Background: an optimization exercise with open tools, aiming at small area, a short achievable clock period and few clock cycles. Do not read the settings as production practice. The RTL was checked by simulation tests, not by an equivalence proof against the original design.

==> flow/design.v (outline; a module is shown in full before it is edited, if it fits) <==
// module HAMMING_IP: 66 lines
// module MDC: 1928 lines
module MDC(clk, rst_n, in_valid, in_data, in_mode, out_valid, out_data);
  // ...
==> flow/run.sh <==
#!/bin/bash
# synth_recipe.tcl (not shown) runs the flow's synth.tcl, then flattens the netlist and writes it again
# the make line also repeats each setting of config.mk as NAME=value (left out here)
make -C /OpenROAD-flow-scripts/flow DESIGN_CONFIG=/design/flow/config.mk WORK_HOME=/design/flow/orfs CLKGATE_MAP_FILE= SYNTH_SCRIPT=/design/flow/synth_recipe.tcl finish
==> flow/config.mk <==
export PLATFORM = sky130hd
export DESIGN_NAME = MDC
export DESIGN_NICKNAME = MDC
export VERILOG_FILES = /design/flow/design.v
export SDC_FILE = /design/flow/constraint.sdc
export NUM_CORES = 4
export LEC_CHECK = 0
export CAP_MARGIN = 20
export CORE_MARGIN = 2
export CORE_UTILIZATION = 45
export SLEW_MARGIN = 20
==> flow/constraint.sdc <==
create_clock -name core_clock -period 11.0 [get_ports {clk}]
set_input_delay 2.2000 -clock core_clock [delete_from_list [all_inputs] [get_ports {clk}]]
set_output_delay 2.2000 -clock core_clock [all_outputs]
set_load 0.01 [all_outputs]
==> impl_metrics.toml, run 1 <==
[drt]
wl_met2_mm = 104
dr_total_vias = 49843
dr_wl_met3_mm = 37.4
met1Wirelength_mm = 101
drtIter0Drc = 7773

[run_status]
outcome = "no timing/DRC/antenna violations"

[setup_path]
critical_path.endpoint_type = "output port"
r2r_slack_ns = 6.62
cp_cell_sequence = "buf_4 -> nand2_1 -> nand2_1 -> clkdlybuf4s50_1"

[grt]
track_usage_pct = 37.7

[cells_and_area]
diodes = 12
n_all_inverters = 721
n_all_buffers = 354
layout_commonest_cell = "inv_1"

[hold_path]
holdPathStages = 1
min_from = "U0_C[0]"

[synthesis]
synth-compound-area-share_pct = 18.0
synthMuxAreaShare_pct = 1.32
syn_avg_cell_area_um2 = 10.0
yosys.area_share.simple_pct = 8.57

[clocking]
cts_buffers = 92

[timing]
timing.final.crit_share_pct = 57.0
finalSetupViolCount = 0
min_period_ns = 6.27

[floorplan]
tap_cells = 1742

[place]
portBuffers = 234
Testbench counts, summed over its fixed seeds: cycles 30,937.
==> run 2: changes to the inputs <==
==> flow/flow/run.sh (new file) <==
#!/bin/bash
# The standard layout (the standard.sh: unchanged synthesis, floorplan, placement, CTS,
# routing), with timing repair aiming below the design's period: SETUP_SLACK_MARGIN asks
# repair_timing for that much positive slack at the design's clock period.
set -euo pipefail
bash standard.sh SETUP_SLACK_MARGIN=7 finish > standard.log 2>&1
==> flow/standard.sh (new file) <==
#!/bin/bash
# synth_recipe.tcl (not shown) runs the flow's synth.tcl, then flattens the netlist and writes it again
# the make line also repeats each setting of config.mk as NAME=value (left out here)
make -C /OpenROAD-flow-scripts/flow DESIGN_CONFIG=/design/flow/config.mk WORK_HOME=/design/flow/orfs CLKGATE_MAP_FILE= SYNTH_SCRIPT=/design/flow/synth_recipe.tcl "${@:-finish}"
removed: flow/run.sh
==> run 2 against run 1 <==
Against the previous run:
- via count up 3.2%
- fmax up 31%
- global-route usage up 0.75 points
- die area unchanged
- critical path depth up 5
- critical path type unchanged
- critical endpoint is now out_data[58]
- highest routed layer unchanged
==> impl_metrics.toml, run 2 <==
[run_status]
outcome = "no timing/DRC/antenna violations"

[grt]
grt_pass1_wl_mm = 371
gr-total-overflow = 0
grt_pass1_vias = 49853
antenna_found_initial = 35
track_usage_pct = 38.4
grt_max_degree = 70

[synthesis]
synth_common_cells = "715 x inv_1, 599 x a22oi_1, 504 x nand2_1"
synthMuxAreaShare_pct = 1.32
ys_seq_elements = 796
synth_ff_type = "dfxtp_1"
synthArstFlopShare_pct = 1.13
synth-compound-area-share_pct = 18.0
yosys.area.top_type_share_pct = 18.7
synthesis.area_um2 = 58900
syn_inst = 5894
yosysUniqueCellTypes = 79
synth_largest_area_cell = "edfxtp_1"
synthTopCellsByArea = "edfxtp_1 19%, fa_1 17%, dfxtp_1 14%, a22oi_1 7.6%, xnor2_1 7.1%"
yosys.area_share.simple_pct = 8.57
yosysWarningCount = 1
yosys.cell_count.top_type = "inv_1"
synth_top_family_by_area = "adder cells"
ys_seq_area_share_pct = 33.3
syn_avg_cell_area_um2 = 10.0
synth_enable_flop_cells = 367
syn_nets = 6633
synth_fa_ha_area_share_pct = 21.5
yosys.area_share.xor_xnor_pct = 9.79

[timing]
max_clock_freq_ghz = 0.208
finalHoldViolCount = 0
drv_slew = 0
relSlewSlack_pct = 13.7
timing.final.crit_share_pct = 43.6
finalSetupTns_ns = 0
rsz0062_at_grt = "yes"
tightest_slew_ns = 1.28
finalSetupViolCount = 0
clock_skew_ns = 0.0681
hold_slack_ns = 0.469
min_period_ns = 4.80

[drt]
drt-pass1-iter-count = 12
dr_total_vias = 51458
avgViaCountPerCell = 6.49
drc_errors = 0
wl_per_cell_um = 33.6
drtIter0Drc = 8505
routed_wl_mm = 266
ant_nets = 0

[floorplan]
die_h_um = 366
ioPinCount = 235
die_x_um = 366
core_area_um2 = 130000
dieArea_um2 = 134000
start_util_pct = 45.4
rows = 132

[setup_path]
crit_path_start_kind = "flop"
critical_path.endpoint_type = "output port"
path_class = "reg -> out"
cp.required_ns = 8.80
cp.arrival_ns = 2.60
path_max_fanout = 5

[clocking]
path_clk_slew_ns = 0.06
worstSkewPairLatency_ns = 0.75
clockBufferDepth = 3
root_buffer = "clkbuf_16"
htreeDepth = 3
cts_buffers = 90
clock-sinks = 796
cts_tree = "built"

[place]
hpwlAfterDp_mm = 190
portBuffers = 234
gp_congestion = 1.01

[flow_run]
drv_cap = 0

[cells_and_area]
area_delta_synth_final_pct = 18.7
reg_top3 = "U0_C: 46 flops, U0_S: 46 flops"
fillCellCount = 11435
regArea_um2 = 19700
layout_common_cells = "715 x inv_1, 589 x a22oi_1, 496 x fa_1"
multi_input_area_um2 = 36100
drive_gt1_share_pct = 15.4
nets = 6839
layout_commonest_cell = "inv_1"

[hold_path]
hold_class = "reg -> reg"
## run 2: cell counts after synthesis
Identical to the previous run, type by type.
## run 2: critical path, stage by stage, from the launching register on
cell	delay, ns
dfrtp_1	0.40
buf_12	0.16
and2_4	0.17
buf_6	0.12
buf_12	0.14
buf_12	0.12
buf_16	0.14
buf_12	0.15
a221o_1	0.29
buf_2	0.15
## run 2: cell type report
| class | instances | share of cell area, % |
|---|---|---|
| Antenna cell | 13 | 0.0465 |
| Clock buffer | 117 | 3.61 |
| Clock inverter | 51 | 1.26 |
| Inverter | 721 | 3.87 |
| Multi-Input combinational cell | 3933 | 51.7 |
| Sequential cell | 796 | 28.2 |
| Tap cell | 1742 | 3.12 |
| Timing Repair Buffer | 558 | 8.29 |
## run 2: path summary, 6_finish.rpt
check | cells past startpoint | from | end | slack (ns)
worst max register to register | 8 | U2_S[0] | U0_B[6] | 6.96
max in group asynchronous | 1 | rst_n | oe2 | 8.79
worst max-delay path | 9 | oe4 | out_data[58] | 6.20
worst min-delay path | 1 | U1_C[0] | U1_C[0] | 0.47
worst min register to register | 1 | U1_C[0] | U1_C[0] | 0.47
min in group asynchronous | 1 | rst_n | cyc[4] | 1.80
## run 2: per-layer routing
metal	GRT usage, %	wire, um	up-vias
li1	-	-	20870
met1	48.9	97500	25364
met2	53.6	106000	4175
met3	17.6	42600	1001
met4	21.7	19400	48
met5	0.819	481	-
## run 2: what timing repair did
action                                  in CTS  in global routing
gates cloned                                29                  8
gates resized for setup                    874                376
endpoints found under the setup margin     313                308
setup buffers                              135                 47
hold buffers                                 0                  0
pin swaps                                   79                 75
## run 2: kinds of logic (layout without fill, tap and decap cells)
kind of cell               Yosys count  count (layout)
AOI/OAI and AO/OA                 1423            1423
buffers and inverters             1170            1447
and+or+nand+nor                   1068            1072
DFF                                796             796
adders and majority gates          713             713
xor gates and xnor gates           652             653
muxes                               72              72
other                                0              13
## run 2: stage by stage
stage	cell area, um^2	cells	worst slack [ns]	utilization (%)
floorplan	59100	5894	6.52	-
global placement	62800	7531	5.22	48.4
detailed placement	62800	7531	5.16	48.4
CTS	68200	7863	6.13	52.6
global route	69900	7918	6.19	53.8
finish	69900	7931	6.20	53.9

[what the ideal ports hide]
No port has a modelled driver above. Below, the same layouts with a new extraction and two added sets of constraints.
Step 1 sets driving cells, clkbuf_16 on the clock port and buf_2 on the other inputs (assumed; they add their load-dependent delay and slew).
Step 2, shift: input delay + t, output delay - t, t = (earliest + latest rising clock arrival at the registers) / 2. This alone moves slack from input paths to output paths.
a / b / c = no drivers / after step 1 / after step 2; a / b = the first two.
| run | shift t [ns] | slack for setup (ns) | worst setup path after step 2 | slew at the worst register clock pin (ns) | pins driven straight from the clock port |
|---|---|---|---|---|---|
| run 1 | 0.813 | 4.732 / 4.649 / 5.409 | input to register | 0.07 / 0.07 | 1 |
| run 2 | 0.800 | 6.200 / 6.122 / 6.127 | input to register | 0.07 / 0.07 | 1 |
After both steps every run listed still meets setup and hold. The setup slack of run 2, which loses most, moves by -0.078 ns with the drivers and by -0.073 ns with both steps.
